From an optimization exercise on the open Yosys and OpenROAD flow, aimed at small area; shortcuts taken in it are not production practice. Function was checked by simulation only, so behaviour that the tests miss may differ from the original. Power figures rest on the tool's default switching activity, not on a simulated workload. The flow treats the clock pin as an ideal source, which a real chip does not have.

File: flow/config.mk
export PLATFORM = sky130hd
export DESIGN_NAME = RISC
export DESIGN_NICKNAME = RISC
export VERILOG_FILES = /design/flow/design.v
export SDC_FILE = /design/flow/constraint.sdc
export NUM_CORES = 4
export LEC_CHECK = 0
export CAP_MARGIN = 20
export CORE_MARGIN = 2
export CORE_UTILIZATION = 45
export CTS_BUF_LIST = sky130_fd_sc_hd__clkbuf_4 sky130_fd_sc_hd__clkbuf_8
export PLACE_DENSITY = 0.6
export SLEW_MARGIN = 20
export SYNTH_HIERARCHICAL = 1
File: flow/design.v
`timescale 1ns / 1ps
module G_MUX2I(input s, input a, input b, output y);    
	assign y = ~(s ? b : a);
endmodule
module G_NOR2(input a, input b, output y);
	assign y = ~(a | b);
endmodule
module G_NAND2(input a, input b, output y);
	assign y = ~(a & b);
endmodule
module G_NAND3(input a, input b, input c, output y);
	assign y = ~(a & b & c);
endmodule
module G_XNOR2(input a, input b, output y);
	assign y = ~(a ^ b);
endmodule
module G_XOR2(input a, input b, output y);
	assign y = a ^ b;
endmodule
module G_HA(input a, input b, output s, output c);
	assign s = a ^ b;
	assign c = a & b;
endmodule
module G_AOI22(input a0, input b0, input a1, input b1, output y);
	assign y = ~((a0 & b0) | (a1 & b1));
endmodule
module G_AOI222(input a0, input b0, input a1, input b1, input a2, input b2, output y);
	assign y = ~((a0 & b0) | (a1 & b1) | (a2 & b2));
endmodule
module G_AO22(input a0, input b0, input a1, input b1, output y);
	assign y = (a0 & b0) | (a1 & b1);
endmodule
module G_AO21(input a0, input a1, input b, output y);
	assign y = (a0 & a1) | b;
endmodule
`timescale 1ns / 1ps
module Adder(
	input  [30:0] g,
	input  [30:0] p,
	input         cin,
	output [31:0] c
	);
	reg [30:0] G, P;
	integer i, d;
	always @(*) begin
		G = g; P = p;
		G[0] = g[0] | (p[0] & cin);
		for (d = 1; d < 31; d = d * 2)
			for (i = 2*d-1; i < 31; i = i + 2*d) begin
				G[i] = G[i] | (P[i] & G[i-d]);
				P[i] = P[i] & P[i-d];
			end
		for (d = 8; d >= 1; d = d / 2)
			for (i = 3*d-1; i < 31; i = i + 2*d) begin
				G[i] = G[i] | (P[i] & G[i-d]);
				P[i] = P[i] & P[i-d];
			end
	end
	assign c = {G, cin};
endmodule
`timescale 1ns / 1ps
module BarrelShifter32(
	input  [4:0]  SH,
	input         rev,
	input  [31:0] A,
	output [31:0] Out
	);
	wire [31:0] n0, l0, n1, l2, n3;
	wire ns1, ns3;
	assign ns1 = ~SH[1];
	assign ns3 = ~SH[3];
	genvar i;
	generate
		for (i = 0; i < 32; i = i + 1) begin : lv
			G_MUX2I ui(rev, A[i], A[31-i], n0[i]);
			if (i + 1 < 32) begin : a
				G_MUX2I m(SH[0], n0[i], n0[i+1], l0[i]);
			end else begin : b
				G_NOR2 m(SH[0], n0[i], l0[i]);
			end
			if (i + 2 < 32) begin : c
				G_MUX2I m(SH[1], l0[i], l0[i+2], n1[i]);
			end else begin : d
				G_NAND2 m(ns1, l0[i], n1[i]);
			end
			if (i + 4 < 32) begin : e
				G_MUX2I m(SH[2], n1[i], n1[i+4], l2[i]);
			end else begin : f
				G_NOR2 m(SH[2], n1[i], l2[i]);
			end
			if (i + 8 < 32) begin : g
				G_MUX2I m(SH[3], l2[i], l2[i+8], n3[i]);
			end else begin : h
				G_NAND2 m(ns3, l2[i], n3[i]);
			end
			if (i + 16 < 32) begin : k
				G_MUX2I m(SH[4], n3[i], n3[i+16], Out[i]);
			end else begin : l
				G_NOR2 m(SH[4], n3[i], Out[i]);
			end
		end
	endgenerate
endmodule
`timescale 1ns / 1ps
module FunctionUnit(
	input  [31:0] A,
	input  [31:0] B,
	input  [31:0] Kx,         
	input  [31:0] MemIn,
	input  [4:0]  SH,
	input  useb, mb, inv, arith,
	input  selx, selg, selld, selshr, selshl, selslt,
	output [31:0] Out,
	output        lt
	);
	wire [31:0] bop, bx, p, g, nt, s, sr, ra, rb, rc;
	wire [31:0] c;
	genvar i;
	generate
		for (i = 0; i < 32; i = i + 1) begin : b
			G_AO22  ub(useb, B[i], mb, Kx[i], bop[i]);
			G_XOR2  ux(bop[i], inv, bx[i]);
			G_HA    uh(A[i], bx[i], p[i], g[i]);
			G_NAND2 un(c[i], arith, nt[i]);
			G_XNOR2 us(p[i], nt[i], s[i]);
			G_AOI222 ua(selx, s[i], selg, g[i], selld, MemIn[i], ra[i]);
			if (i == 0) begin : z
				G_AOI222 ub2(selshr, sr[i], selshl, sr[31-i], selslt, lt, rb[i]);
				G_NAND2 uo(ra[i], rb[i], Out[i]);
			end else begin : nz
				G_NAND2  ub2(selshr, sr[i], rb[i]);
				G_NAND2  uc2(selshl, sr[31-i], rc[i]);
				G_NAND3  uo(ra[i], rb[i], rc[i], Out[i]);
			end
		end
	endgenerate
	Adder cn(g[30:0], p[30:0], inv, c);
	assign lt = (A[31] ^ B[31]) ? A[31] : (p[31] ^ c[31]);
	BarrelShifter32 sh(SH, selshl, A, sr);
endmodule
`timescale 1ns / 1ps
module RF_AOI222(input a0, input b0, input a1, input b1, input a2, input b2, output y);
	assign y = ~((a0 & b0) | (a1 & b1) | (a2 & b2));
endmodule
module RF_NAND2(input a, input b, output y);
	assign y = ~(a & b);
endmodule
module RF_Nand12(input [11:0] x, output y);
	assign y = ~&x;
endmodule
module RF_ReadBit(input [31:0] q, input [31:0] sel, output y);
	wire [11:0] t;
	genvar i;
	generate for (i = 0; i < 10; i = i + 1) begin : g
		RF_AOI222 u(q[3*i], sel[3*i], q[3*i+1], sel[3*i+1], q[3*i+2], sel[3*i+2], t[i]);
	end endgenerate
	RF_NAND2 u10(q[30], sel[30], t[10]);
	RF_NAND2 u11(q[31], sel[31], t[11]);
	RF_Nand12 n(t, y);
endmodule
module RegisterFile_32Bit(
	input         clk,
	input         rst,
	input         Write,
	input  [4:0]  AddrA,
	input  [4:0]  AddrB,
	input  [4:0]  DestAddr,
	input  [31:0] DestData,
	output [31:0] DataA,
	output [31:0] DataB
	);
	wire [31:0] wsel = 32'd1 << DestAddr;
	wire [31:0] asel = 32'd1 << AddrA;
	wire [31:0] bsel = 32'd1 << AddrB;
	genvar g, j;
	generate
		for (g = 0; g < 32; g = g + 1) begin : r
			wire wen = rst | (Write & wsel[g]);
			reg [31:0] q;
			always @(posedge clk)
				if (wen) q <= DestData;
		end
		for (j = 0; j < 32; j = j + 1) begin : c
			wire [31:0] col;
			for (g = 0; g < 32; g = g + 1) begin : e
				assign col[g] = r[g].q[j];
			end
			RF_ReadBit ra(col, asel, DataA[j]);
			RF_ReadBit rb(col, bsel, DataB[j]);
		end
	endgenerate
endmodule
`timescale 1ns / 1ps
module RISC(
	input clk,
	input rst,
	output [31:0] imem_addr,
	input  [31:0] imem_rdata,
	output        dmem_we,
	output [31:0] dmem_addr,
	output [31:0] dmem_wdata,
	input  [31:0] dmem_rdata
	);
	localparam [6:0] OP_ADD = 7'b0000010, OP_SUB = 7'b0000101, OP_SLT = 7'b1100101,
	                 OP_AND = 7'b0010000, OP_OR  = 7'b0001010, OP_XOR = 7'b0001100,
	                 OP_ST  = 7'b0000001, OP_LD  = 7'b0100001, OP_ADI = 7'b0100010,
	                 OP_SBI = 7'b0100101, OP_NOT = 7'b0101110, OP_ANI = 7'b0101000,
	                 OP_ORI = 7'b0101010, OP_XRI = 7'b0101100, OP_AIU = 7'b1100010,
	                 OP_SIU = 7'b1000101, OP_MOV = 7'b1000000, OP_LSL = 7'b0110000,
	                 OP_LSR = 7'b0110001, OP_JMR = 7'b1100001, OP_BZ  = 7'b0100000,
	                 OP_BNZ = 7'b1100000, OP_JMP = 7'b0000111;
	reg  [31:0] PC_IF;
	wire [31:0] PC_inc = PC_IF + 32'd1;
	wire [6:0]  op_IF = imem_rdata[31:25];
	wire        br_IF = (op_IF == OP_BZ) | (op_IF == OP_BNZ) | (op_IF == OP_JMP);
	assign imem_addr = PC_IF;
	wire [8:0] lo_c;
	wire [7:0] lo;
	assign lo_c[0] = 1'b0;
	genvar gi;
	generate for (gi = 0; gi < 8; gi = gi + 1) begin : tlo
		assign lo[gi] = PC_inc[gi] ^ imem_rdata[gi] ^ lo_c[gi];
		assign lo_c[gi+1] = (PC_inc[gi] & imem_rdata[gi]) | (lo_c[gi] & (PC_inc[gi] ^ imem_rdata[gi]));
	end endgenerate
	wire [39:0] X_IF;
	assign X_IF[39:20] = PC_inc[31:12];
	assign X_IF[19:15] = br_IF ? {PC_inc[11:8], lo_c[8]} : imem_rdata[24:20];
	assign X_IF[14:8]  = imem_rdata[14:8];
	assign X_IF[7:0]   = br_IF ? lo : imem_rdata[7:0];
	reg [6:0]  op_DOF, op_EX;
	reg [4:0]  SA_DOF, SA_EX;
	reg [39:0] X_DOF;
	reg [31:0] X_EX;
	wire br_DOF = (op_DOF == OP_BZ) | (op_DOF == OP_BNZ) | (op_DOF == OP_JMP);
	wire [7:0] hi_c;
	wire [6:0] hi;
	assign hi_c[0] = X_DOF[15];
	generate for (gi = 0; gi < 7; gi = gi + 1) begin : thi
		assign hi[gi] = X_DOF[16+gi] ^ X_DOF[8+gi] ^ hi_c[gi];
		assign hi_c[gi+1] = (X_DOF[16+gi] & X_DOF[8+gi]) | (hi_c[gi] & (X_DOF[16+gi] ^ X_DOF[8+gi]));
	end endgenerate
	wire [16:0] pcu = X_DOF[39:23];
	wire        ks  = X_DOF[14];
	wire [16:0] e   = pcu ^ {17{ks}};
	reg  [16:0] run;
	integer ri;
	always @(*) begin
		run[0] = hi_c[7] ^ ks;
		for (ri = 1; ri < 17; ri = ri + 1) run[ri] = run[ri-1] & e[ri-1];
	end
	wire [16:0] up = pcu ^ run;
	wire [31:0] T_DOF = {up, hi, X_DOF[7:0]};
	wire [31:0] X_DOF_EX = br_DOF ? T_DOF : {T_DOF[31:20], X_DOF[19:0]};
	wire [4:0]  SA = SA_EX;
	wire [4:0]  DA = X_EX[19:15];
	wire [4:0]  SB = X_EX[14:10];
	wire [14:0] K  = X_EX[14:0];
	wire [4:0]  SH = X_EX[4:0];
	reg rw, useb, mb, cs, inv, arith, selx, selg, selld, selshr, selshl, selslt;
	reg isbz, isbnz, isjmp, isjmr, mw;
	always @(*) begin
		rw = 1'b0; useb = 1'b0; mb = 1'b0; cs = 1'b0; inv = 1'b0; arith = 1'b0;
		selx = 1'b0; selg = 1'b0; selld = 1'b0; selshr = 1'b0; selshl = 1'b0; selslt = 1'b0;
		isbz = 1'b0; isbnz = 1'b0; isjmp = 1'b0; isjmr = 1'b0; mw = 1'b0;
		case (op_EX)
			OP_ADD: begin rw = 1; useb = 1; arith = 1; selx = 1; end
			OP_SUB: begin rw = 1; useb = 1; arith = 1; inv = 1; selx = 1; end
			OP_SLT: begin rw = 1; useb = 1; inv = 1; selslt = 1; end
			OP_AND: begin rw = 1; useb = 1; selg = 1; end
			OP_OR:  begin rw = 1; useb = 1; selx = 1; selg = 1; end
			OP_XOR: begin rw = 1; useb = 1; selx = 1; end
			OP_ST:  begin mw = 1; end
			OP_LD:  begin rw = 1; selld = 1; end
			OP_ADI: begin rw = 1; mb = 1; cs = 1; arith = 1; selx = 1; end
			OP_SBI: begin rw = 1; mb = 1; cs = 1; arith = 1; inv = 1; selx = 1; end
			OP_NOT: begin rw = 1; inv = 1; selx = 1; end
			OP_ANI: begin rw = 1; mb = 1; selg = 1; end
			OP_ORI: begin rw = 1; mb = 1; selx = 1; selg = 1; end
			OP_XRI: begin rw = 1; mb = 1; selx = 1; end
			OP_AIU: begin rw = 1; mb = 1; arith = 1; selx = 1; end
			OP_SIU: begin rw = 1; mb = 1; arith = 1; inv = 1; selx = 1; end
			OP_MOV: begin rw = 1; selx = 1; end
			OP_LSL: begin rw = 1; selshl = 1; end
			OP_LSR: begin rw = 1; selshr = 1; end
			OP_JMR: begin isjmr = 1; end
			OP_BZ:  begin isbz = 1; end
			OP_BNZ: begin isbnz = 1; end
			OP_JMP: begin isjmp = 1; end
			default: ;
		endcase
	end
	wire [31:0] A, B;
	wire [31:0] result;
	wire lt;
	RegisterFile_32Bit RegFile(clk, rst, rw, SA, SB, DA, result, A, B);
	wire [31:0] Kx = {{17{cs & K[14]}}, K};
	FunctionUnit fu(A, B, Kx, dmem_rdata, SH, useb, mb, inv, arith,
	                selx & ~rst, selg & ~rst, selld & ~rst, selshr & ~rst, selshl & ~rst, selslt & ~rst,
	                result, lt);
	wire Z = (A == 32'd0);
	wire taken = isjmp | (isbz & Z) | (isbnz & ~Z);
	assign dmem_we    = mw;
	assign dmem_addr  = A;
	assign dmem_wdata = B;
	always @(posedge clk) begin
		if (rst) begin
			PC_IF <= 32'd0;
			op_DOF[4] <= 1'b1; op_DOF[1] <= 1'b1;
			op_EX[4]  <= 1'b1; op_EX[1]  <= 1'b1;
		end else begin
			PC_IF <= isjmr ? A : taken ? X_EX : PC_inc;
			op_DOF[4] <= op_IF[4];  op_DOF[1] <= op_IF[1];
			op_EX[4]  <= op_DOF[4]; op_EX[1]  <= op_DOF[1];
		end
		{op_DOF[6:5], op_DOF[3:2], op_DOF[0]} <= {op_IF[6:5], op_IF[3:2], op_IF[0]};
		{op_EX[6:5],  op_EX[3:2],  op_EX[0]}  <= {op_DOF[6:5], op_DOF[3:2], op_DOF[0]};
		SA_DOF <= imem_rdata[19:15];
		SA_EX  <= SA_DOF;
		X_DOF  <= X_IF;
		X_EX   <= X_DOF_EX;
	end
endmodule
File: flow/run.sh
#!/bin/bash
# synth_recipe.tcl (not shown) runs the flow's synth.tcl, then flattens the netlist and writes it again
# the make line also repeats each setting of config.mk as NAME=value (left out here)
make -C /OpenROAD-flow-scripts/flow DESIGN_CONFIG=/design/flow/config.mk WORK_HOME=/design/flow/orfs CLKGATE_MAP_FILE= SYNTH_SCRIPT=/design/flow/synth_recipe.tcl finish
File: flow/constraint.sdc
create_clock -name core_clock -period 7.5 [get_ports {clk}]
set_input_delay 1.5000 -clock core_clock [delete_from_list [all_inputs] [get_ports {clk}]]
set_output_delay 1.5000 -clock core_clock [all_outputs]
set_load 0.01 [all_outputs]
==> flow_summary.ini, run 1 <==
[sta]
finClkSkew_ns = 0.0681
setup_ws_ns = 0.441
worst-slew-pin-transition_ns = 1.15
setup_viol_count_final = 0
tns_ns = 0
whs_ns = 0.314
finalHoldViolations = 0
slew_viol_final = 0
fmax_mhz = 142
slew-limit-headroom_pct = 23.3
rsz0062_at_grt = no
period_share_pct = 94.1
min_period_ns = 7.06

[drt]
routed_wl_um = 201000
ant_nets = 0
drt_iter0_drc = 9964
drc = 0
dr.pass1.iters = 15
wl_per_cell_um = 36.5
num_vias = 40000
vias_per_cell = 7.26

[setup_path]
start_kind = flip-flop
cpMaxStageDelayCell = nor4_2
criticalPathCategory = reg -> reg
arrival_ns = 7.82
reg2reg_depth = 13
required_ns = 8.26
endpoint_kind = flip-flop
cpLargestDelayFamily = simple AND/OR/NAND/NOR gates
crit_chain = nand2b_1 > nor2_4 > buf_4 > a222oi_1 > nand4_1 > or3_1 > nor4_2 > nand4_1 > o2111ai_1 > buf_4 > nand3_2 > and4_1 > a311o_1
max_stage_delay_ns = 0.99
path_buf_inv = 2
cp_num_cells = 13
critPathMaxFanout = 22

[logic_synthesis]
syn_inst = 3368
synth_edf_count = 1024
netlist_top_cells_area = edfxtp_1 61%, a222oi_1 13%, dfxtp_1 5.1%, mux2i_1 3.3%, nand4_1 2.7%
yosys.area.top_type = edfxtp_1
synth_nets = 3482
synth_top_cell_area_share_pct = 61.3
yosysSeqAreaShare_pct = 66.4
synth_warnings = 9
synth-main-ff-cell = edfxtp_1
syn_area_per_cell_um2 = 14.9
synth_cell_types = 78
synth_seq_cells = 1152
async_flop_share_pct = 0
syn_area_um2 = 50200

[die]
dieWidth_um = 338
dieHeight_um = 338
rows = 122
io-pin-count = 163
initial_core_util_pct = 45.4
die-area_um2 = 114000
core_area_um2 = 111000

[layout]
syn_to_final_growth_pct = 18.5
fin_nets = 3975
drive_above_1_share_pct = 16.4
final_cell_mix = 1024 x edfxtp_1, 673 x a222oi_1, 308 x nand2_1
final_core_util_pct = 53.8
fin_area_um2 = 59500
final_common_cell = edfxtp_1

[worst_hold_path]
hold_depth = 0
hold_path_class = reg -> reg

[clock_network]
cts_tree = built
path_clk_slew_ns = 0.07
clockBufferDepth = 3
cts_num_sinks = 1152
insertion_delay_ns = 0.92
numCtsBuffers = 184
cts_root_buffer = clkbuf_8
postCtsSetupRepairBufs = 0
ctsHoldBuffers = 0
htree_num_levels = 4
ctsResizeCount = 0

[global_routing]
grt_pass1_vias = 37700
antenna_found_initial = 7
grtUsageTotal_pct = 34.5
grt_overflow = 0
grt_max_degree = 72
grt_pass1_wl_um = 279000

[pwr]
p_leak_nw = 21.0
power.density_nw_per_um2 = 243
ir_worst_vdd_mv = 0.149

[run_status]
status = complete, no violations

[placement]
placed_cell_area_um2 = 55600
port_buffers = 162
place.gp.congestion = 1.03
hpwl_um = 131000
dp_slack_ns = 0.716

[run]
cap_violations = 0
[state kept, by name, indices dropped and copies added (netlist names)]
| name | count |
|---|---|
| PC_IF | 32 |
| X_EX | 32 |
| SA_DOF | 5 |
| SA_EX | 5 |
| op_DOF | 7 |
| X_DOF | 40 |
| RegFile.r.q | 1024 |
| op_EX | 7 |
[cell usage after synthesis (all sizes together), types with 3 or more instances]
| master | n |
|---|---|
| edfxtp | 1024 |
| a222oi | 673 |
| nand2 | 311 |
| nand4 | 213 |
| mux2i | 164 |
| dfxtp | 128 |
| nor2 | 123 |
| or3 | 73 |
| xnor2 | 72 |
| nand3 | 57 |
| xor2 | 47 |
| o21ai | 41 |
| ha | 34 |
| a22o | 33 |
| clkbuf | 33 |
| a21o | 30 |
| a21oi | 29 |
| inv | 27 |
| nor4 | 22 |
| a31o | 19 |
| o21bai | 19 |
| nor3 | 17 |
| mux2 | 16 |
| fa | 14 |
| o211ai | 12 |
| buf | 11 |
| nand2b | 11 |
| a211oi | 10 |
| and4 | 10 |
| a311oi | 9 |
| and3 | 9 |
| nand3b | 8 |
| or2 | 8 |
| a31oi | 7 |
| nor2b | 6 |
| nor4b | 6 |
| or3b | 6 |
| and2 | 5 |
| and4bb | 3 |
| nand4b | 3 |
| nor3b | 3 |
| or4 | 3 |
[worst reg2reg max path: stages (launching register included)]
cell and delay, ns:
dfxtp_1 0.35, nand2b_1 0.81, nor2_4 0.34, buf_4 0.33, a222oi_1 0.28, nand4_1 0.44, or3_1 0.80, nor4_2 1.00
nand4_1 0.39, o2111ai_1 0.62, buf_4 0.22, nand3_2 0.52, and4_1 0.50, a311o_1 0.32
[report_power, final]
group,switching [mW],internal (mW),leakage (nW)
Clock,2.63,3.01,2.02
Combinational,1.01,0.441,7.37
Sequential,0.155,7.22,11.6
Total,3.80,10.7,21.0
[modules after synthesis, one instance, submodules excluded, a selection]
| module | cells inside | copies in the design | area, µm² | flip-flops and latches |
|---|---|---|---|---|
| Adder | 98 | 1 | 608 | 0 |
| RISC | 592 | 1 | 5690 | 128 |
| RF_AOI222 | 1 | 640 | 10.0 | 0 |
| G_XNOR2 | 1 | 32 | 8.76 | 0 |
| G_NAND2 | 1 | 105 | 3.75 | 0 |
| G_MUX2I | 1 | 161 | 10.0 | 0 |
| RegisterFile_32Bit | 1170 | 1 | 31600 | 1024 |
| G_AOI222 | 1 | 33 | 10.0 | 0 |
| RF_NAND2 | 1 | 128 | 3.75 | 0 |
| FunctionUnit | 3 | 1 | 23.8 | 0 |
| G_AO22 | 1 | 32 | 8.76 | 0 |
| G_NAND3 | 1 | 31 | 5.00 | 0 |
| G_XOR2 | 1 | 32 | 8.76 | 0 |
[logic make-up after synthesis]
group,count (synthesis),synth area share [%]
muxes,180,3.63
DFF,1152,66.4
AOI/OAI and AO/OA,899,16.7
xor gates and xnor gates,119,2.08
and+or+nand+nor,898,9.18
buffers and inverters,71,0.601
adders and majority gates,49,1.43
[metal layers]
| metal | share of wire (%) | GRT usage, % | up-vias | routed length [µm] |
|---|---|---|---|---|
| met4 | 6.3 | 19.7 | 2 | 12700 |
| met3 | 15 | 10.5 | 519 | 29300 |
| met1 | 37 | 46.4 | 19900 | 74300 |
| met2 | 42 | 49.6 | 3349 | 84800 |
| li1 | - | - | 16200 | - |
| met5 | 0.0085 | 0 | - | 17 |
[per-stage QoR]
| stage | std cells | power [mW] |
|---|---|---|
| finish | 5509 | 14.5 |
| global route | 5502 | 14.9 |
| CTS | 5499 | 14.5 |
| detailed placement | 5162 | 8.88 |
| global placement | 5159 | 8.88 |
| floorplan | 3368 | 8.09 |
[cell type report]
| cell class | count | area [µm²] |
|---|---|---|
| Antenna cell | 9 | 22.5 |
| Sequential cell | 1152 | 33300 |
| Multi-Input combinational cell | 2145 | 17300 |
| Clock inverter | 83 | 691 |
| Fill cell | 9110 | 51200 |
| Timing Repair Buffer | 351 | 3100 |
| Inverter | 27 | 101 |
| Tap cell | 1488 | 1860 |
| Clock buffer | 254 | 3130 |
[worst paths after layout]
path	from	endpoint	slack, ns
max reg2reg	SA_EX[3]	PC_IF[18]	0.44
max	SA_EX[3]	PC_IF[18]	0.44
min reg2reg	X_DOF[5]	X_EX[5]	0.31
min	X_DOF[5]	X_EX[5]	0.31
==> inputs of run 2 (changes only) <==
==> flow/flow/run.sh (new file) <==
#!/bin/bash
set -o pipefail
cp standard.sh standard_sh.txt
export BUFFER_PORTS_ARGS="-buffer_cell sky130_fd_sc_hd__buf_1"
export CTS_ARGS="-sink_clustering_enable -repair_clock_nets -dont_use_dummy_load -buf_list {sky130_fd_sc_hd__clkbuf_8 sky130_fd_sc_hd__clkbuf_16} -sink_clustering_size 30 -sink_clustering_max_diameter 120"
bash standard.sh finish > standard.log 2>&1
==> flow/standard.sh (new file) <==
#!/bin/bash
# synth_recipe.tcl (not shown) runs the flow's synth.tcl, then flattens the netlist and writes it again
# the make line also repeats each setting of config.mk as NAME=value (left out here)
make -C /OpenROAD-flow-scripts/flow DESIGN_CONFIG=/design/flow/config.mk WORK_HOME=/design/flow/orfs CLKGATE_MAP_FILE= SYNTH_SCRIPT=/design/flow/synth_recipe.tcl "${@:-finish}"
--- a/flow/config.mk
+++ b/flow/config.mk
@@ -9,5 +9,4 @@
 export CORE_MARGIN = 2
 export CORE_UTILIZATION = 45
-export CTS_BUF_LIST = sky130_fd_sc_hd__clkbuf_4 sky130_fd_sc_hd__clkbuf_8
 export PLACE_DENSITY = 0.6
 export SLEW_MARGIN = 20
removed: flow/run.sh
==> run 2 against run 1 <==
Synthesized cell count stayed put. Die area stayed put. Cell count is 4.9% lower. Power is 19% lower. Critical path type unchanged. Largest power group unchanged. Highest routed layer unchanged.
==> flow_summary.ini, run 2 <==
[layout]
syn_to_final_growth_pct = 11.9
final_common_cell = edfxtp_1
fin_nets = 3864
fillers = 9351
final_cell_mix = 1024 x edfxtp_1, 673 x a222oi_1, 308 x nand2_1
stdcell_count = 5241
final_core_util_pct = 50.8
largest_register = RegFile.r.q
largest_reg_flops = 1024
top_regs = RegFile.r.q x1024, X_DOF x40
drive_above_1_share_pct = 11.5

[drt]
dr.pass1.iters = 13
drc = 0
wl_per_cell_um = 38.6
routed_wl_um = 202000
vias_per_cell = 7.47
num_vias = 39200
ant_nets = 0
drt_iter0_drc = 9650

[setup_path]
arrival_ns = 7.47
reg2reg_depth = 20
cp-startpoint = X_EX[11]
start_kind = flip-flop
endpoint_kind = flip-flop
required_ns = 7.91
r2r_start = X_EX[11]
criticalPathCategory = reg -> reg
critPathMaxFanout = 32

[die]
io-pin-count = 163
rows = 122
dieHeight_um = 338
dieWidth_um = 338
core_area_um2 = 111000
die-area_um2 = 114000
initial_core_util_pct = 45.4

[sta]
tns_ns = 0
slew_viol_final = 0
min_period_ns = 7.06
period_share_pct = 94.1
rsz0062_at_grt = no
worst-slew-pin-transition_ns = 1.20
slew-limit-headroom_pct = 19.7
finClkSkew_ns = 0.136
setup_ws_ns = 0.440
setup_viol_count_final = 0
fmax_mhz = 142
finalHoldViolations = 0

[worst_hold_path]
hold_path_class = reg -> reg
min-delay-start = X_DOF[5]
hold_depth = 0

[clock_network]
cts_tree = built
insertion_delay_ns = 0.73
ctsResizeCount = 0
path_clk_slew_ns = 0.12
cts_num_sinks = 1152
cts_root_buffer = clkbuf_16
numCtsBuffers = 46
clockBufferDepth = 3
htree_num_levels = 2
postCtsSetupRepairBufs = 0
ctsHoldBuffers = 0

[global_routing]
grt_pass1_wl_um = 280000
grt_overflow = 0
antenna_found_initial = 13
grtUsageTotal_pct = 34.6
grt_pass1_vias = 36800
grt_max_degree = 72

[logic_synthesis]
synthMostInstantiatedCell = edfxtp_1
synth_nets = 3482
syn_area_um2 = 50200
synth_common_cells = 1024 x edfxtp_1, 673 x a222oi_1, 308 x nand2_1
syn_area_per_cell_um2 = 14.9
netlist_top_cells_area = edfxtp_1 61%, a222oi_1 13%, dfxtp_1 5.1%, mux2i_1 3.3%, nand4_1 2.7%
syn_inst = 3368
async_flop_share_pct = 0
synth-main-ff-cell = edfxtp_1
yosysSeqAreaShare_pct = 66.4
synth_warnings = 9
yosys.area.top_type = edfxtp_1
synth_top_cell_area_share_pct = 61.3
synth_edf_count = 1024
synth_cell_types = 78
synth_seq_cells = 1152

[placement]
port_buffers = 162
placed_cells = 5190
place.gp.congestion = 1.03
hpwl_um = 132000
dp_slack_ns = 0.788

[pwr]
combinationalPowerShare_pct = 11.5
power.density_nw_per_um2 = 209
p_clk_share_pct = 25.8
p_leak_nw = 19.3
internal_power_mw = 8.66
ir_worst_vdd_mv = 0.214
p_sw_share_pct = 26.2
power_frac_seq_pct = 62.7
p_switching_mw = 3.07
fin_total_pwr_mw = 11.7

[run_status]
status = complete, no violations

[run]
cap_violations = 0
## run 2: cell families after synthesis
kind of cell / after synthesis / share of synthesized area, %
xor gates and xnor gates: 119 / 2.08
and+or+nand+nor: 898 / 9.18
muxes: 180 / 3.63
AOI/OAI and AO/OA: 899 / 16.7
DFF: 1152 / 66.4
buffers and inverters: 71 / 0.601
adders and majority gates: 49 / 1.43
## run 2: area by class of cell
| class | instances | area, µm² | share of cell area (%) |
|---|---|---|---|
| Antenna cell | 5 | 12.5 | 0.0223 |
| Clock buffer | 46 | 1150 | 2.05 |
| Inverter | 27 | 101 | 0.180 |
| Multi-Input combinational cell | 2145 | 17300 | 30.8 |
| Sequential cell | 1152 | 33300 | 59.3 |
| Tap cell | 1488 | 1860 | 3.31 |
| Timing Repair Buffer | 378 | 2440 | 4.34 |
## run 2: worst paths after layout
path / end / slack [ns]
worst max-delay path: RegFile.r[26].q[21] / 0.44
worst min-delay path: X_EX[5] / 0.27
worst max register to register: RegFile.r[26].q[21] / 0.44
worst min register to register: X_EX[5] / 0.27
## run 2: power groups by stage
| stage | sequential [mW] | clock, mW | combinational (mW) |
|---|---|---|---|
| finish | 7.35 | 3.02 | 1.35 |
| global route | 7.38 | 3.23 | 1.37 |
| CTS | 7.35 | 3.03 | 1.29 |
| floorplan | 7.47 | 0 | 0.617 |
| detailed placement | 7.49 | 0 | 1.28 |
| global placement | 7.48 | 0 | 1.28 |
## run 2: worst max-delay path, cell delays in order, from the launching register on
cell	delay [ns]
dfxtp_1	0.52
or3b_1	0.61
nor2_4	0.96
a222oi_1	0.27
nand4_1	0.37
or3_1	0.28
a22o_1	0.19
xor2_1	0.22
ha_1	0.35
a21oi_1	0.22
o21ai_0	0.16
a221oi_2	0.33
o41ai_4	0.24
a21oi_1	0.40
inv_2	0.07
a21o_1	0.18
nand2_1	0.08
xnor2_1	0.08
a222oi_1	0.67
nand3_1	0.26
buf_4	0.31
## run 2: Yosys stat by module (local to each module, per instance), a selection
module              copies in the design  flops+latches
G_AO22                                32              0
RISC                                   1            128
G_NOR2                                21              0
G_NAND2                              105              0
G_MUX2I                              161              0
RF_AOI222                            640              0
RF_NAND2                             128              0
G_HA                                  32              0
RegisterFile_32Bit                     1           1024
## run 2: layer usage
layer,track usage [%],vias to the layer above,share of wire [%]
met5,0,-,0.023
met4,17.5,6,6.1
met3,10.1,487,15
met2,50.2,3277,42
met1,47.4,19500,37
li1,-,15900,-
## run 2: metrics by stage
| stage | hold slack (ns) | cell area [µm²] |
|---|---|---|
| floorplan | 0.310 | 50200 |
| global placement | 0.311 | 55000 |
| detailed placement | 0.313 | 55000 |
| CTS | 0.281 | 56100 |
| global route | 0.271 | 56200 |
| finish | 0.274 | 56200 |
==> inputs of run 3 (changes only) <==
==> flow/flow/run.sh (replaced) <==
#!/bin/bash
set -o pipefail
cp standard.sh standard_sh.txt
export BUFFER_PORTS_ARGS="-buffer_cell sky130_fd_sc_hd__buf_1"
export CTS_ARGS="-sink_clustering_enable -repair_clock_nets -dont_use_dummy_load -buf_list {sky130_fd_sc_hd__clkbuf_8 sky130_fd_sc_hd__clkbuf_16} -sink_clustering_size 20 -sink_clustering_max_diameter 100"
bash standard.sh finish > standard.log 2>&1
==> run 3 against run 2 <==
First-iteration DRC count is 1.8% lower. Still clean on timing, DRC and antenna. Area after synthesis stayed put. Cell area is 1.1% higher. Cell count is 0.48% higher. Setup slack worse by 0.043 ns. Critical endpoint is now RegFile.r[23].q[21]. Critical path depth stayed put. Non-clock buffer count stayed put.
==> flow_summary.ini, run 3 <==
[run_status]
status = complete, no violations

[drt]
drc = 0
vias_per_cell = 7.47
ant_nets = 0
wl_per_cell_um = 38.5
num_vias = 39400
drt_iter0_drc = 9477
dr.pass1.iters = 14
routed_wl_um = 203000

[sta]
finalHoldViolations = 0
fmax_mhz = 141
worst-slew-pin-transition_ns = 1.24
period_share_pct = 94.7
setup_ws_ns = 0.397
whs_ns = 0.295
tns_ns = 0
finClkSkew_ns = 0.107
setup_viol_count_final = 0
slew_viol_final = 0
min_period_ns = 7.10
rsz0062_at_grt = no
slew-limit-headroom_pct = 17.3

[global_routing]
gr-usage-met2_pct = 50.1
grtUsageTotal_pct = 34.8
grt_overflow = 0
grt_max_degree = 72
busiest_layer = met2
grt_pass1_wl_um = 281000
antenna_found_initial = 10
use_met3_pct = 9.90
grtUsageMet1_pct = 47.7
grt_pass1_vias = 37100

[logic_synthesis]
synth_edf_count = 1024
synth-main-ff-cell = edfxtp_1
yosys.area.top_type = edfxtp_1
async_flop_share_pct = 0
syn_inst = 3368
synthMostInstantiatedCell = edfxtp_1
yosysSeqAreaShare_pct = 66.4
synth_nets = 3482
synth_top_cell_area_share_pct = 61.3
synth_seq_cells = 1152
synth_cell_types = 78
syn_area_um2 = 50200
netlist_top_cells_area = edfxtp_1 61%, a222oi_1 13%, dfxtp_1 5.1%, mux2i_1 3.3%, nand4_1 2.7%
synth_common_cells = 1024 x edfxtp_1, 673 x a222oi_1, 308 x nand2_1
syn_area_per_cell_um2 = 14.9
synth_warnings = 9

[clock_network]
htree_num_levels = 3
ctsHoldBuffers = 0
cts_root_buffer = clkbuf_16
cts_tree = built
path_clk_slew_ns = 0.10
insertion_delay_ns = 0.69
clockBufferDepth = 3
ctsResizeCount = 0
numCtsBuffers = 70
postCtsSetupRepairBufs = 0
cts_num_sinks = 1152

[pwr]
p_leak_nw = 19.6
power.density_nw_per_um2 = 218
ir_worst_vdd_mv = 0.162

[die]
rows = 122
initial_core_util_pct = 45.4
die-area_um2 = 114000
core_area_um2 = 111000
io-pin-count = 163
dieHeight_um = 338
dieWidth_um = 338

[layout]
syn_to_final_growth_pct = 13.1
drive_above_1_share_pct = 12.1
final_cell_mix = 1024 x edfxtp_1, 673 x a222oi_1, 308 x nand2_1
fin_area_um2 = 56800
top_regs = RegFile.r.q x1024, X_DOF x40
fin_nets = 3888
largest_register = RegFile.r.q
final_common_cell = edfxtp_1
largest_reg_flops = 1024
final_core_util_pct = 51.3

[setup_path]
endpoint_kind = flip-flop
max_stage_delay_ns = 0.97
arrival_ns = 7.47
criticalPathCategory = reg -> reg
start_kind = flip-flop
cpMaxStageDelayCell = nor2_4
critPathMaxFanout = 32
crit_chain = or3b_1 > nor2_4 > a222oi_1 > nand4_1 > or3_1 > a22o_1 > xor2_1 > ha_1 > a21oi_1 > o21ai_0 > a221oi_2 > o41ai_4 > a21oi_1 > inv_2 > a21o_1 > nand2_1 > xnor2_1 > a222oi_1 > nand3_1 > buf_4
required_ns = 7.86

[placement]
hpwl_um = 132000
place.gp.congestion = 1.03
dp_slack_ns = 0.788
port_buffers = 162
placed_cell_area_um2 = 55000

[run]
cap_violations = 0

[worst_hold_path]
hold_path_class = reg -> reg
==> run 3: worst paths after layout <==
check / endpoint / cells past startpoint / slack, ns / from
hold / removal: X_EX[5] / 0 / 0.30 / X_DOF[5]
hold reg to reg: X_EX[5] / 0 / 0.30 / X_DOF[5]
setup / recovery: RegFile.r[23].q[21] / 20 / 0.40 / X_EX[11]
setup reg to reg: RegFile.r[23].q[21] / 20 / 0.40 / X_EX[11]
==> run 3: power breakdown <==
part / switching [mW] / leakage [nW] / internal (mW)
clock: 2.03 / 0.863 / 1.66
sequential: 0.146 / 11.6 / 7.21
combinational: 1.00 / 7.15 / 0.344
total: 3.18 / 19.6 / 9.21
==> run 3: area by class of cell <==
class | count | area (µm²)
fill | 9293 | 53900
multi-input combinational | 2145 | 17300
clock buffer | 70 | 1750
inverter | 27 | 101
timing repair buffer | 378 | 2440
antenna | 6 | 15.0
sequential | 1152 | 33300
tap | 1488 | 1860
==> run 3: kinds of logic (layout without fill, tap and decap cells) <==
| logic type | Yosys count | after routing | share of synthesized area [%] |
|---|---|---|---|
| multiplexers | 180 | 180 | 3.63 |
| AO/OA/AOI/OAI | 899 | 899 | 16.7 |
| buffers and inverters | 71 | 475 | 0.601 |
| XOR/XNOR | 119 | 119 | 2.08 |
| flip-flops | 1152 | 1152 | 66.4 |
| AND/OR/NAND/NOR | 898 | 898 | 9.18 |
| other | 0 | 6 | 0 |
| adder cells (fa/ha/maj) | 49 | 49 | 1.43 |
==> run 3: Yosys stat by module (local to each module, per instance), a selection <==
module / cells inside / cell area [µm²]
G_XOR2: 1 / 8.76
G_XNOR2: 1 / 8.76
RF_AOI222: 1 / 10.0
RISC: 592 / 5690
RF_NAND2: 1 / 3.75
G_NOR2: 1 / 3.75
G_NAND2: 1 / 3.75
G_MUX2I: 1 / 10.0
Adder: 98 / 608
FunctionUnit: 3 / 23.8
G_AOI222: 1 / 10.0
==> run 3: critical path, delay by kind of cell (launching register included) <==
family	cells	cell delay, ns
xor gates and xnor gates	2	0.29
AOI/OAI and AO/OA	9	2.63
adders and majority gates	1	0.34
and+or+nand+nor	6	2.59
DFF	1	0.52
buffers and inverters	2	0.39
==> run 3: routing by layer <==
metal | vias up | part of all wire (%)
met2 | 3340 | 42
met1 | 19600 | 37
met4 | 6 | 6.0
met5 | - | 0.017
li1 | 15900 | -
met3 | 478 | 15
==> run 3: per-stage QoR <==
stage          cells  power (mW)
3_5_place_dp    5190        8.78
3_3_place_gp    5189        8.76
6_report        5266        12.4
5_1_grt         5260        12.7
2_1_floorplan   3368        8.09
4_1_cts         5260        12.4
==> inputs of run 4 (changes only) <==
--- a/flow/config.mk
+++ b/flow/config.mk
@@ -6,8 +6,8 @@
 export NUM_CORES = 4
 export LEC_CHECK = 0
-export CAP_MARGIN = 20
+export CAP_MARGIN = 0
 export CORE_MARGIN = 2
-export CORE_UTILIZATION = 45
-export PLACE_DENSITY = 0.6
-export SLEW_MARGIN = 20
+export CORE_UTILIZATION = 55
+export PLACE_DENSITY = 0.7
+export SLEW_MARGIN = 0
 export SYNTH_HIERARCHICAL = 1
==> run 4 against run 3 <==
Still clean on timing, DRC and antenna. Synthesized cell count stayed put. Cell area is 1.2% lower. Sequential share of layout area is 0.70 points higher. Critical path depth is 1 lower. Via count is 2.6% higher. Wire length is 4.2% lower. Setup slack worse by 0.17 ns. Non-clock buffer count is 11 lower. Sequential power hardly changed. Hold slack better by 0.028 ns. Largest power group unchanged.
==> flow_summary.ini, run 4 <==
[layout]
syn_to_final_growth_pct = 11.7
fin_nets = 3875
fin_area_um2 = 56100
final_cell_mix = 1024 x edfxtp_1, 673 x a222oi_1, 308 x nand2_1
top_regs = RegFile.r.q x1024, X_DOF x40
largest_reg_flops = 1024
largest_register = RegFile.r.q
fillers = 6797
final_common_cell = edfxtp_1
stdcell_count = 4941
drive_above_1_share_pct = 11.7

[setup_path]
max_stage_delay_ns = 0.71
criticalPathCategory = reg -> reg
start_kind = flip-flop
required_ns = 7.88
crit_top_cell = buf_4
cpLargestDelayFamily = compound AO/OA/AOI/OAI gates
arrival_ns = 7.66
endpoint_kind = flip-flop
crit_chain = nand2b_1 > buf_4 > nor2_4 > buf_4 > a222oi_1 > nand4_1 > or3_1 > a22o_1 > xor2_1 > ha_1 > nand4_1 > o41ai_4 > a31oi_1 > a31oi_1 > nand2_1 > xnor2_1 > a222oi_1 > nand3_1 > buf_4
cpMaxStageDelayCell = o41ai_4
critPathMaxFanout = 32
path_buf_inv = 3

[die]
initial_core_util_pct = 55.6
io-pin-count = 163
core_area_um2 = 90300
dieWidth_um = 306
dieHeight_um = 306
die-area_um2 = 93700
rows = 110

[global_routing]
grt_pass1_wl_um = 269000
grtUsageTotal_pct = 40.3
grt_overflow = 0
antenna_found_initial = 8
grt_max_degree = 67
grt_pass1_vias = 37100

[sta]
setup_viol_count_final = 0
whs_ns = 0.323
min_period_ns = 7.27
period_share_pct = 97.0
slew_viol_final = 0
fmax_mhz = 138
worst-slew-pin-transition_ns = 1.31
tns_ns = 0
slew-limit-headroom_pct = 13.0
finClkSkew_ns = 0.0953
finalHoldViolations = 0
rsz0062_at_grt = no

[clock_network]
path_clk_slew_ns = 0.09
ctsHoldBuffers = 0
cts_tree = built
htree_num_levels = 3
numCtsBuffers = 68
cts_num_sinks = 1152
clockBufferDepth = 3
cts_root_buffer = clkbuf_16
postCtsSetupRepairBufs = 0
insertion_delay_ns = 0.69
ctsResizeCount = 0

[pwr]
p_sw_share_pct = 25.7
p_leak_nw = 19.5
p_clk_share_pct = 29.3
p_switching_mw = 3.17
power.density_nw_per_um2 = 220
internal_power_mw = 9.17
ir_worst_vdd_mv = 0.201
combinationalPowerShare_pct = 11.1
power_frac_seq_pct = 59.6

[placement]
placed_cells = 4867
place.gp.congestion = 1.08
port_buffers = 162
placed_cell_area_um2 = 54400
hpwl_um = 125000

[logic_synthesis]
netlist_top_cells_area = edfxtp_1 61%, a222oi_1 13%, dfxtp_1 5.1%, mux2i_1 3.3%, nand4_1 2.7%
synth_warnings = 9
syn_inst = 3368
syn_area_per_cell_um2 = 14.9
synth-main-ff-cell = edfxtp_1
synth_cell_types = 78
synthMostInstantiatedCell = edfxtp_1
synth_common_cells = 1024 x edfxtp_1, 673 x a222oi_1, 308 x nand2_1
synth_top_cell_area_share_pct = 61.3
yosys.area.top_type = edfxtp_1
async_flop_share_pct = 0
synth_nets = 3482
synth_edf_count = 1024
syn_area_um2 = 50200
synth_seq_cells = 1152
yosysSeqAreaShare_pct = 66.4

[run]
cap_violations = 0

[drt]
drt_iter0_drc = 10800
routed_wl_um = 194000
wl_per_cell_um = 39.3
ant_nets = 0
drc = 0
vias_per_cell = 8.17
num_vias = 40400
dr.pass1.iters = 17

[run_status]
status = complete, no violations

[worst_hold_path]
hold_path_class = reg -> reg
## run 4: cell counts after synthesis
No cell type changed its count.
## run 4: layer usage
layer  vias up  GRT usage (%)  part of all wire (%)
met5         -              0                 0.042
met4         6           24.5                   8.1
met3       757           14.7                    18
met2      4250           57.6                    41
met1     19400           52.6                    33
li1      15900              -                     -
## run 4: area by class of cell
class                           instances  area, µm²  area share (%)
Inverter                               27        101           0.181
Tap cell                             1176       1470            2.62
Multi-Input combinational cell       2145      17200            30.7
Antenna cell                            6       15.0          0.0268
Clock buffer                           68       1700            3.03
Sequential cell                      1152      33300            59.4
Timing Repair Buffer                  367       2260            4.03
## run 4: final timing paths
kind	startpoint	end	slack, ns	cells past startpoint
hold reg to reg	X_DOF[2]	X_EX[2]	0.32	0
setup reg to reg	X_EX[14]	RegFile.r[25].q[27]	0.23	19
hold / removal	X_DOF[2]	X_EX[2]	0.32	0
setup / recovery	X_EX[14]	RegFile.r[25].q[27]	0.23	19
## run 4: per-module statistics from Yosys, one instance, submodules excluded, a selection
module | cell area (µm²) | cells inside | flip-flops and latches
RISC | 5690 | 592 | 128
G_MUX2I | 10.0 | 1 | 0
G_NOR2 | 3.75 | 1 | 0
G_XOR2 | 8.76 | 1 | 0
RF_NAND2 | 3.75 | 1 | 0
G_HA | 12.5 | 1 | 0
FunctionUnit | 23.8 | 3 | 0
## run 4: per-stage QoR
step                      setup slack [ns]  total power, mW  utilization (%)
final                                0.227             12.3             62.1
after global routing                 0.105             12.6             62.1
after CTS                            0.646             12.2             62.1
after detailed placement             0.639             8.77             60.2
after global placement               0.730             8.76             60.2
after floorplan                      0.434             8.09                -
## run 4: power groups by stage
stage               Combinational (mW)  Sequential, mW  Clock [mW]
floorplan                        0.617            7.47           0
global placement                  1.27            7.49           0
detailed placement                1.27            7.50           0
CTS                               1.28            7.35        3.60
global route                      1.36            7.39        3.81
finish                            1.36            7.36        3.62
## run 4: cells by family after synthesis
logic type | synth area share [%]
compound gates | 16.7
xor+xnor | 2.08
fa+ha+maj | 1.43
buf+inv | 0.601
flops | 66.4
mux | 3.63
simple gates | 9.18
==> inputs of run 5 (changes only) <==
--- a/flow/design.v
+++ b/flow/design.v
@@ -9,4 +9,7 @@
 	assign y = ~(a & b);
 endmodule
+module G_AND2(input a, input b, output y);
+	assign y = a & b;
+endmodule
 module G_NAND3(input a, input b, input c, output y);
 	assign y = ~(a & b & c);
@@ -116,8 +119,13 @@
 	wire [31:0] bop, bx, p, g, nt, s, sr, ra, rb, rc;
 	wire [31:0] c;
+	wire kh = mb & Kx[31];    
 	genvar i;
 	generate
 		for (i = 0; i < 32; i = i + 1) begin : b
-			G_AO22  ub(useb, B[i], mb, Kx[i], bop[i]);
+			if (i < 15) begin : lo
+				G_AO22  ub(useb, B[i], mb, Kx[i], bop[i]);
+			end else begin : hi
+				G_AO21  ub(useb, B[i], kh, bop[i]);
+			end
 			G_XOR2  ux(bop[i], inv, bx[i]);
 			G_HA    uh(A[i], bx[i], p[i], g[i]);
@@ -211,5 +219,13 @@
 	                 OP_BNZ = 7'b1100000, OP_JMP = 7'b0000111;
 	reg  [31:0] PC_IF;
-	wire [31:0] PC_inc = PC_IF + 32'd1;
+	wire [31:0] PC_inc;
+	wire [31:0] inc_c;
+	assign PC_inc[0] = ~PC_IF[0];
+	assign inc_c[1]  = PC_IF[0];
+	genvar gi;
+	generate for (gi = 1; gi < 31; gi = gi + 1) begin : inc
+		G_HA h(PC_IF[gi], inc_c[gi], PC_inc[gi], inc_c[gi+1]);
+	end endgenerate
+	assign PC_inc[31] = PC_IF[31] ^ inc_c[31];
 	wire [6:0]  op_IF = imem_rdata[31:25];
 	wire        br_IF = (op_IF == OP_BZ) | (op_IF == OP_BNZ) | (op_IF == OP_JMP);
@@ -218,5 +234,4 @@
 	wire [7:0] lo;
 	assign lo_c[0] = 1'b0;
-	genvar gi;
 	generate for (gi = 0; gi < 8; gi = gi + 1) begin : tlo
 		assign lo[gi] = PC_inc[gi] ^ imem_rdata[gi] ^ lo_c[gi];
@@ -242,12 +257,13 @@
 	wire [16:0] pcu = X_DOF[39:23];
 	wire        ks  = X_DOF[14];
-	wire [16:0] e   = pcu ^ {17{ks}};
-	reg  [16:0] run;
-	integer ri;
-	always @(*) begin
-		run[0] = hi_c[7] ^ ks;
-		for (ri = 1; ri < 17; ri = ri + 1) run[ri] = run[ri-1] & e[ri-1];
-	end
-	wire [16:0] up = pcu ^ run;
+	wire [16:0] e, run, up;
+	assign run[0] = hi_c[7] ^ ks;
+	generate for (gi = 0; gi < 17; gi = gi + 1) begin : tup
+		G_XOR2 ue(pcu[gi], ks, e[gi]);
+		if (gi < 16) begin : a
+			G_AND2 ua(run[gi], e[gi], run[gi+1]);
+		end
+		G_XOR2 uu(pcu[gi], run[gi], up[gi]);
+	end endgenerate
 	wire [31:0] T_DOF = {up, hi, X_DOF[7:0]};
 	wire [31:0] X_DOF_EX = br_DOF ? T_DOF : {T_DOF[31:20], X_DOF[19:0]};
@@ -300,14 +316,22 @@
 	wire Z = (A == 32'd0);
 	wire taken = isjmp | (isbz & Z) | (isbnz & ~Z);
+	wire s_jmr = isjmr & ~rst;
+	wire s_tk  = taken & ~rst;
+	wire s_seq = ~(isjmr | taken) & ~rst;
+	wire [31:0] npc_n, PC_next;
+	genvar gp;
+	generate for (gp = 0; gp < 32; gp = gp + 1) begin : npc
+		G_AOI222 m(s_jmr, A[gp], s_tk, X_EX[gp], s_seq, PC_inc[gp], npc_n[gp]);
+		assign PC_next[gp] = ~npc_n[gp];
+	end endgenerate
 	assign dmem_we    = mw;
 	assign dmem_addr  = A;
 	assign dmem_wdata = B;
 	always @(posedge clk) begin
+		PC_IF <= PC_next;
 		if (rst) begin
-			PC_IF <= 32'd0;
 			op_DOF[4] <= 1'b1; op_DOF[1] <= 1'b1;
 			op_EX[4]  <= 1'b1; op_EX[1]  <= 1'b1;
 		end else begin
-			PC_IF <= isjmr ? A : taken ? X_EX : PC_inc;
 			op_DOF[4] <= op_IF[4];  op_DOF[1] <= op_IF[1];
 			op_EX[4]  <= op_DOF[4]; op_EX[1]  <= op_DOF[1];
--- a/flow/config.mk
+++ b/flow/config.mk
@@ -8,6 +8,6 @@
 export CAP_MARGIN = 0
 export CORE_MARGIN = 2
-export CORE_UTILIZATION = 55
-export PLACE_DENSITY = 0.7
+export CORE_UTILIZATION = 50
+export PLACE_DENSITY = 0.65
 export SLEW_MARGIN = 0
 export SYNTH_HIERARCHICAL = 1
==> run 5 against run 4 <==
Combinational power is 3% lower. Fmax is 4.5% higher. Utilization is 5.9 points lower. Critical path depth is 2 higher. Hold slack better by 0.0091 ns. Sequential power hardly changed. Flip-flop and latch count stayed put. Cell area is 1.5% lower. Sequential share of layout area is 0.89 points higher.
==> flow_summary.ini, run 5 <==
[logic_synthesis]
synth_cell_types = 71
synth_warnings = 9
syn_inst = 3219
syn_area_per_cell_um2 = 15.4
async_flop_share_pct = 0
netlist_top_cells_area = edfxtp_1 62%, a222oi_1 14%, dfxtp_1 5.2%, mux2i_1 3.3%, nand4_1 2.5%
syn_area_um2 = 49600
synth_nets = 3362
synth_common_cells = 1024 x edfxtp_1, 705 x a222oi_1, 259 x nand2_1
synth_edf_count = 1024
yosys.area.top_type = edfxtp_1
synth_top_cell_area_share_pct = 62.0
synth-main-ff-cell = edfxtp_1
synth_seq_cells = 1152
yosysSeqAreaShare_pct = 67.2
synthMostInstantiatedCell = edfxtp_1

[layout]
fin_nets = 3760
final_cell_mix = 1024 x edfxtp_1, 705 x a222oi_1, 259 x nand2_1
top_regs = RegFile.r.q x1024, X_DOF x40
fillers = 7817
largest_register = RegFile.r.q
final_core_util_pct = 56.2
final_common_cell = edfxtp_1
drive_above_1_share_pct = 11.0
largest_reg_flops = 1024
seqCellArea_um2 = 33300
syn_to_final_growth_pct = 11.5
fin_area_um2 = 55300
multiInputGateArea_um2 = 16400

[worst_hold_path]
hold_end = X_EX[1]
hold_path_class = reg -> reg
min-delay-start = X_DOF[1]
hold_depth = 0

[pwr]
p_leak_nw = 20.1
fin_total_pwr_mw = 12.3
power.density_nw_per_um2 = 223
p_switching_mw = 3.12
power_frac_seq_pct = 59.7
internal_power_mw = 9.17
p_clk_share_pct = 29.6
ir_worst_vdd_mv = 0.147
p_sw_share_pct = 25.4
combinationalPowerShare_pct = 10.7

[setup_path]
critPathMaxFanout = 32
path_buf_inv = 3
required_ns = 7.84
r2r-end = RegFile.r[31].q[28]
arrival_ns = 7.30
max_stage_delay_ns = 1.00
endpoint_kind = flip-flop
criticalPathCategory = reg -> reg
cp-startpoint = X_EX[13]
cpMaxStageDelayCell = nor2_2
reg2reg_slack_ns = 0.54
crit_chain = nand3b_1 > nor2_2 > buf_4 > a222oi_1 > nand4_1 > or3_1 > a22o_1 > xor2_1 > ha_1 > nand2_1 > o21ai_2 > a21oi_2 > o41ai_4 > a21oi_1 > o21ai_0 > nand2_1 > xnor2_1 > a222oi_1 > buf_4 > nand3_1 > buf_4
crit_top_cell = buf_4
start_kind = flip-flop
cpLargestDelayFamily = compound AO/OA/AOI/OAI gates
reg2reg_depth = 21
r2r_start = X_EX[13]

[sta]
finalHoldViolations = 0
setup_viol_count_final = 0
finClkSkew_ns = 0.0655
fmax_mhz = 144
setup_ws_ns = 0.539
min_period_ns = 6.96
slew_viol_final = 0
rsz0062_at_grt = no
period_share_pct = 92.8
tns_ns = 0
slew-limit-headroom_pct = 13.2
worst-slew-pin-transition_ns = 1.30

[die]
io-pin-count = 163
dieHeight_um = 319
dieWidth_um = 319
core_area_um2 = 98300
die-area_um2 = 102000
rows = 115
initial_core_util_pct = 50.5

[global_routing]
antenna_found_initial = 11
grt_pass1_vias = 36400
grt_max_degree = 65
grt_pass1_wl_um = 274000
grt_overflow = 0
grtUsageTotal_pct = 37.7

[clock_network]
postCtsSetupRepairBufs = 0
cts_tree = built
numCtsBuffers = 69
clockBufferDepth = 3
cts_num_sinks = 1152
path_clk_slew_ns = 0.09
htree_num_levels = 3
insertion_delay_ns = 0.69
ctsHoldBuffers = 0
cts_root_buffer = clkbuf_16
ctsResizeCount = 0

[drt]
dr.pass1.iters = 17
ant_nets = 0
wl_per_cell_um = 40.2
vias_per_cell = 7.84
num_vias = 38500
drt_iter0_drc = 9969
drc = 0
routed_wl_um = 197000

[run]
cap_violations = 0

[placement]
hpwl_um = 125000
port_buffers = 162
dp_slack_ns = 0.844
placed_cell_area_um2 = 53500
place.gp.congestion = 1.06

[run_status]
status = complete, no violations
-- run 5: cell count changes after synthesis, moves of 18 or more --
cell | before | now
o21ai_0 | 39 | 20
inv_1 | 26 | 60
a22o_1 | 33 | 15
xor2_1 | 47 | 68
ha_1 | 34 | 63
xnor2_1 | 72 | 33
nor2_1 | 123 | 100
clkbuf_1 | 33 | 13
a222oi_1 | 673 | 705
nand2_1 | 308 | 259
-- run 5: cell families (layout without fill, tap and decap cells) --
group | after synthesis | count (layout) | synth area share [%]
flops | 1152 | 1152 | 67.2
compound gates | 860 | 860 | 16.5
simple gates | 762 | 762 | 7.95
mux | 182 | 182 | 3.72
xor+xnor | 101 | 101 | 1.78
buf+inv | 84 | 480 | 0.676
fa+ha+maj | 78 | 78 | 2.18
other cells | 0 | 3 | 0
-- run 5: worst max-delay path by stage --
stage	endpoint	slack, ns	depth (start not counted)
after floorplan	RegFile.r[0].q[31]	0.54	19
after CTS	RegFile.r[23].q[0]	0.84	20
after detailed placement	PC_IF[31]	0.84	33
after global placement	PC_IF[31]	0.74	33
after global routing	RegFile.r[23].q[0]	0.42	20
final	RegFile.r[31].q[28]	0.54	21
-- run 5: power by group through the flow --
stage / clock network (mW) / logic (mW) / registers (mW)
final: 3.64 / 1.32 / 7.34
after global routing: 3.88 / 1.34 / 7.37
after CTS: 3.67 / 1.26 / 7.34
after detailed placement: 0 / 1.26 / 7.48
after global placement: 0 / 1.25 / 7.46
after floorplan: 0 / 0.606 / 7.46
-- run 5: modules after synthesis (local to each module, per instance), a selection --
module	cell area, µm²	flip-flops and latches	times used
Adder	608	0	1
BarrelShifter32	7.51	0	1
FunctionUnit	30.0	0	1
G_AND2	6.26	0	16
G_AOI222	10.0	0	65
G_HA	12.5	0	62
G_MUX2I	10.0	0	161
G_NAND2	3.75	0	105
G_NAND3	5.00	0	31
G_NOR2	3.75	0	21
G_XOR2	8.76	0	65
RF_AOI222	10.0	0	640
RF_NAND2	3.75	0	128
RF_Nand12	25.0	0	64
RISC	3990	128	1
RegisterFile_32Bit	31600	1024	1
-- run 5: per-layer routing --
metal / global-route usage [%] / wire (µm) / share of wire (%) / vias up
li1: - / - / - / 15400
met1: 50.2 / 68900 / 35 / 18900
met2: 55.1 / 83900 / 43 / 3586
met3: 10.0 / 29800 / 15 / 571
met4: 23.9 / 14500 / 7.3 / 10
met5: 0 / 57 / 0.029 / -
-- run 5: metrics by stage --
stage,hold slack [ns],std cells
final,0.333,4905
after global routing,0.335,4902
after CTS,0.333,4902
after detailed placement,0.313,4833
after global placement,0.315,4833
after floorplan,0.310,3219
-- run 5: layout make-up --
class | count | share of cell area [%]
multi-input combinational | 1983 | 29.6
inverter | 61 | 0.414
sequential | 1152 | 60.3
clock buffer | 69 | 3.12
timing repair buffer | 350 | 3.66
antenna | 3 | 0.0136
tap | 1287 | 2.91
==> inputs of run 6 (changes only) <==
==> flow/flow/run.sh (replaced) <==
#!/bin/bash
set -o pipefail
cp standard.sh standard_sh.txt
export BUFFER_PORTS_ARGS="-buffer_cell sky130_fd_sc_hd__buf_1"
export CTS_ARGS="-sink_clustering_enable -repair_clock_nets -dont_use_dummy_load -buf_list {sky130_fd_sc_hd__clkbuf_8} -sink_clustering_size 12 -sink_clustering_max_diameter 100"
bash standard.sh finish > standard.log 2>&1
==> run 6 against run 5 <==
Still clean. Cell count is 0.80% higher. Register-to-register slack worse by 0.06 ns. Combinational power hardly changed. Hold slack worse by 0.0018 ns. Clock skew is 0.053 ns higher. Critical path type unchanged.
==> flow_summary.ini, run 6 <==
[layout]
final_cell_mix = 1024 x edfxtp_1, 705 x a222oi_1, 259 x nand2_1
fin_area_um2 = 55000
top_regs = RegFile.r.q x1024, X_DOF x40
drive_above_1_share_pct = 11.9
final_core_util_pct = 56.0
fin_nets = 3797
largest_register = RegFile.r.q
syn_to_final_growth_pct = 10.9
final_common_cell = edfxtp_1
largest_reg_flops = 1024

[run_status]
status = complete, no violations

[logic_synthesis]
synth_nets = 3362
syn_inst = 3219
synth_cell_types = 71
async_flop_share_pct = 0
synth_edf_count = 1024
synthMostInstantiatedCell = edfxtp_1
yosys.area.top_type = edfxtp_1
netlist_top_cells_area = edfxtp_1 62%, a222oi_1 14%, dfxtp_1 5.2%, mux2i_1 3.3%, nand4_1 2.5%
synth-main-ff-cell = edfxtp_1
synth_top_cell_area_share_pct = 62.0
synth_warnings = 9
syn_area_per_cell_um2 = 15.4
yosysSeqAreaShare_pct = 67.2
syn_area_um2 = 49600
synth_common_cells = 1024 x edfxtp_1, 705 x a222oi_1, 259 x nand2_1
synth_seq_cells = 1152

[global_routing]
grtUsageMet1_pct = 50.4
gr-usage-met2_pct = 55.3
grtUsageTotal_pct = 37.8
grt_pass1_wl_um = 275000
grt_pass1_vias = 36700
grt_overflow = 0
grt_max_degree = 65
antenna_found_initial = 8
use_met3_pct = 10.3
busiest_layer = met2

[run]
cap_violations = 0

[setup_path]
cpMaxStageDelayCell = nor2_2
reg2reg_depth = 20
required_ns = 7.96
max_stage_delay_ns = 1.16
arrival_ns = 7.48
endpoint_kind = flip-flop
crit_chain = nand3b_1 > nor2_2 > buf_4 > a222oi_1 > nand4_1 > or3_1 > a21o_1 > xor2_1 > ha_1 > a21oi_1 > o21ai_0 > a221oi_1 > o21ai_0 > a41o_1 > a31o_1 > xor2_1 > maj3_2 > a222oi_1 > nand2_1 > buf_4
start_kind = flip-flop
criticalPathCategory = reg -> reg
critPathMaxFanout = 32

[pwr]
ir_worst_vdd_mv = 0.153
p_clk_share_pct = 27.5
combinationalPowerShare_pct = 11.0
internal_power_mw = 8.79
p_leak_nw = 20.0
power.density_nw_per_um2 = 217
p_sw_share_pct = 26.4
power_frac_seq_pct = 61.5
p_switching_mw = 3.16
fin_total_pwr_mw = 11.9

[die]
rows = 115
dieHeight_um = 319
io-pin-count = 163
core_area_um2 = 98300
die-area_um2 = 102000
initial_core_util_pct = 50.5
dieWidth_um = 319

[drt]
wl_per_cell_um = 40.0
vias_per_cell = 7.81
ant_nets = 0
drt_iter0_drc = 10100
routed_wl_um = 198000
dr.pass1.iters = 14
drc = 0
num_vias = 38600

[worst_hold_path]
hold_depth = 0
hold_path_class = reg -> reg

[sta]
slew_viol_final = 0
slew-limit-headroom_pct = 10.8
rsz0062_at_grt = no
setup_viol_count_final = 0
worst-slew-pin-transition_ns = 1.34
finClkSkew_ns = 0.119
period_share_pct = 93.6
tns_ns = 0
min_period_ns = 7.02
fmax_mhz = 143
finalHoldViolations = 0

[placement]
hpwl_um = 125000
placed_cell_area_um2 = 53500
place.gp.congestion = 1.06
port_buffers = 162

[clock_network]
ctsResizeCount = 0
clockBufferDepth = 3
htree_num_levels = 3
insertion_delay_ns = 0.86
postCtsSetupRepairBufs = 0
path_clk_slew_ns = 0.08
ctsHoldBuffers = 0
cts_num_sinks = 1152
cts_tree = built
numCtsBuffers = 106
cts_root_buffer = clkbuf_8
==> run 6: layer usage <==
layer | vias to the layer above | share of wire (%)
met5 | - | 0.0066
met4 | 2 | 6.9
met3 | 559 | 16
met2 | 3650 | 43
met1 | 19000 | 35
li1 | 15400 | -
==> run 6: stage by stage <==
stage	instances	setup WS, ns	hold slack [ns]
after floorplan	3219	0.536	0.310
after global placement	4833	0.743	0.315
after detailed placement	4833	0.844	0.313
after CTS	4939	0.764	0.332
after global routing	4940	0.341	0.335
final	4944	0.483	0.331
==> run 6: power by group through the flow <==
stage / logic, mW / clock network [mW] / registers, mW
after floorplan: 0.606 / 0 / 7.46
after global placement: 1.25 / 0 / 7.46
after detailed placement: 1.26 / 0 / 7.48
after CTS: 1.26 / 3.30 / 7.34
after global routing: 1.34 / 3.52 / 7.37
final: 1.32 / 3.28 / 7.34
==> run 6: cell type report <==
cell class,count,area (µm²)
antenna,5,12.5
clock buffer,106,1460
fill,7866,43300
inverter,61,229
multi-input combinational,1983,16400
sequential,1152,33300
tap,1287,1610
timing repair buffer,350,2020
==> run 6: Yosys stat by module, one instance, submodules excluded, a selection <==
module              area [µm²]  flops+latches  copies in the design
RegisterFile_32Bit       31600           1024                     1
G_AO22                    8.76              0                    15
G_NAND3                   5.00              0                    31
FunctionUnit              30.0              0                     1
G_MUX2I                   10.0              0                   161
G_XNOR2                   8.76              0                    32
G_AOI222                  10.0              0                    65
Adder                      608              0                     1
G_AND2                    6.26              0                    16
G_XOR2                    8.76              0                    65
G_AO21                    7.51              0                    17
RISC                      3990            128                     1
G_HA                      12.5              0                    62
RF_NAND2                  3.75              0                   128
G_NOR2                    3.75              0                    21
BarrelShifter32           7.51              0                     1
==> run 6: logic make-up (layout without fill, tap and decap cells) <==
group                    Yosys count  after routing  synth area share (%)
flip-flops                      1152           1152                  67.2
AO/OA/AOI/OAI                    860            860                  16.5
AND/OR/NAND/NOR                  762            762                  7.95
multiplexers                     182            182                  3.72
XOR/XNOR                         101            101                  1.78
buffers and inverters             84            517                 0.676
adder cells (fa/ha/maj)           78             78                  2.18
other                              0              5                     0
==> run 6: path summary, 6_finish.rpt <==
check | start | end | slack (ns)
worst max-delay path | X_EX[14] | RegFile.r[8].q[0] | 0.48
worst min-delay path | X_DOF[0] | X_EX[0] | 0.33
worst max register to register | X_EX[14] | RegFile.r[8].q[0] | 0.48
worst min register to register | X_DOF[0] | X_EX[0] | 0.33
==> run 6: worst max-delay path: cells and delay by family, from the launching register on <==
family / cells / cell delay, ns
AOI/OAI and AO/OA: 9 / 2.08
xor gates and xnor gates: 2 / 0.35
adders and majority gates: 2 / 0.61
buffers and inverters: 2 / 0.64
DFF: 1 / 0.57
and+or+nand+nor: 5 / 2.35

static timing again, ports no longer ideal:
The results above use ideal ports. As a check the final layouts listed here were re-extracted and re-timed, cells and wires unchanged.
Step 1 sets driving cells, clkbuf_16 on the clock port and buf_2 on the other inputs (assumed; they add their load-dependent delay and slew).
Step 2 adds t to the input delays and takes it off the output delays; t is the mean of the earliest and latest rising clock arrival at the registers after step 1. Input paths then give back, and output paths get back, about the clock's delay inside the block.
Slacks: no drivers / after step 1 / after step 2; pairs: no drivers / after step 1.
run	t (ns)	setup WS [ns]	latest minus earliest clock arrival (ns)	worst register clock-pin slew, ns
run 1	0.970	0.441 / 0.441 / 0.441	0.069 / 0.068	0.08 / 0.08
run 2	0.732	0.440 / 0.440 / 0.440	0.135 / 0.136	0.12 / 0.12
run 3	0.707	0.397 / 0.397 / 0.397	0.107 / 0.107	0.10 / 0.10
run 4	0.702	0.227 / 0.227 / 0.227	0.096 / 0.096	0.09 / 0.09
run 5	0.738	0.539 / 0.539 / 0.539	0.066 / 0.066	0.09 / 0.09
run 6	0.862	0.483 / 0.483 / 0.483	0.118 / 0.118	0.10 / 0.10
After both steps every run listed still meets setup and hold.
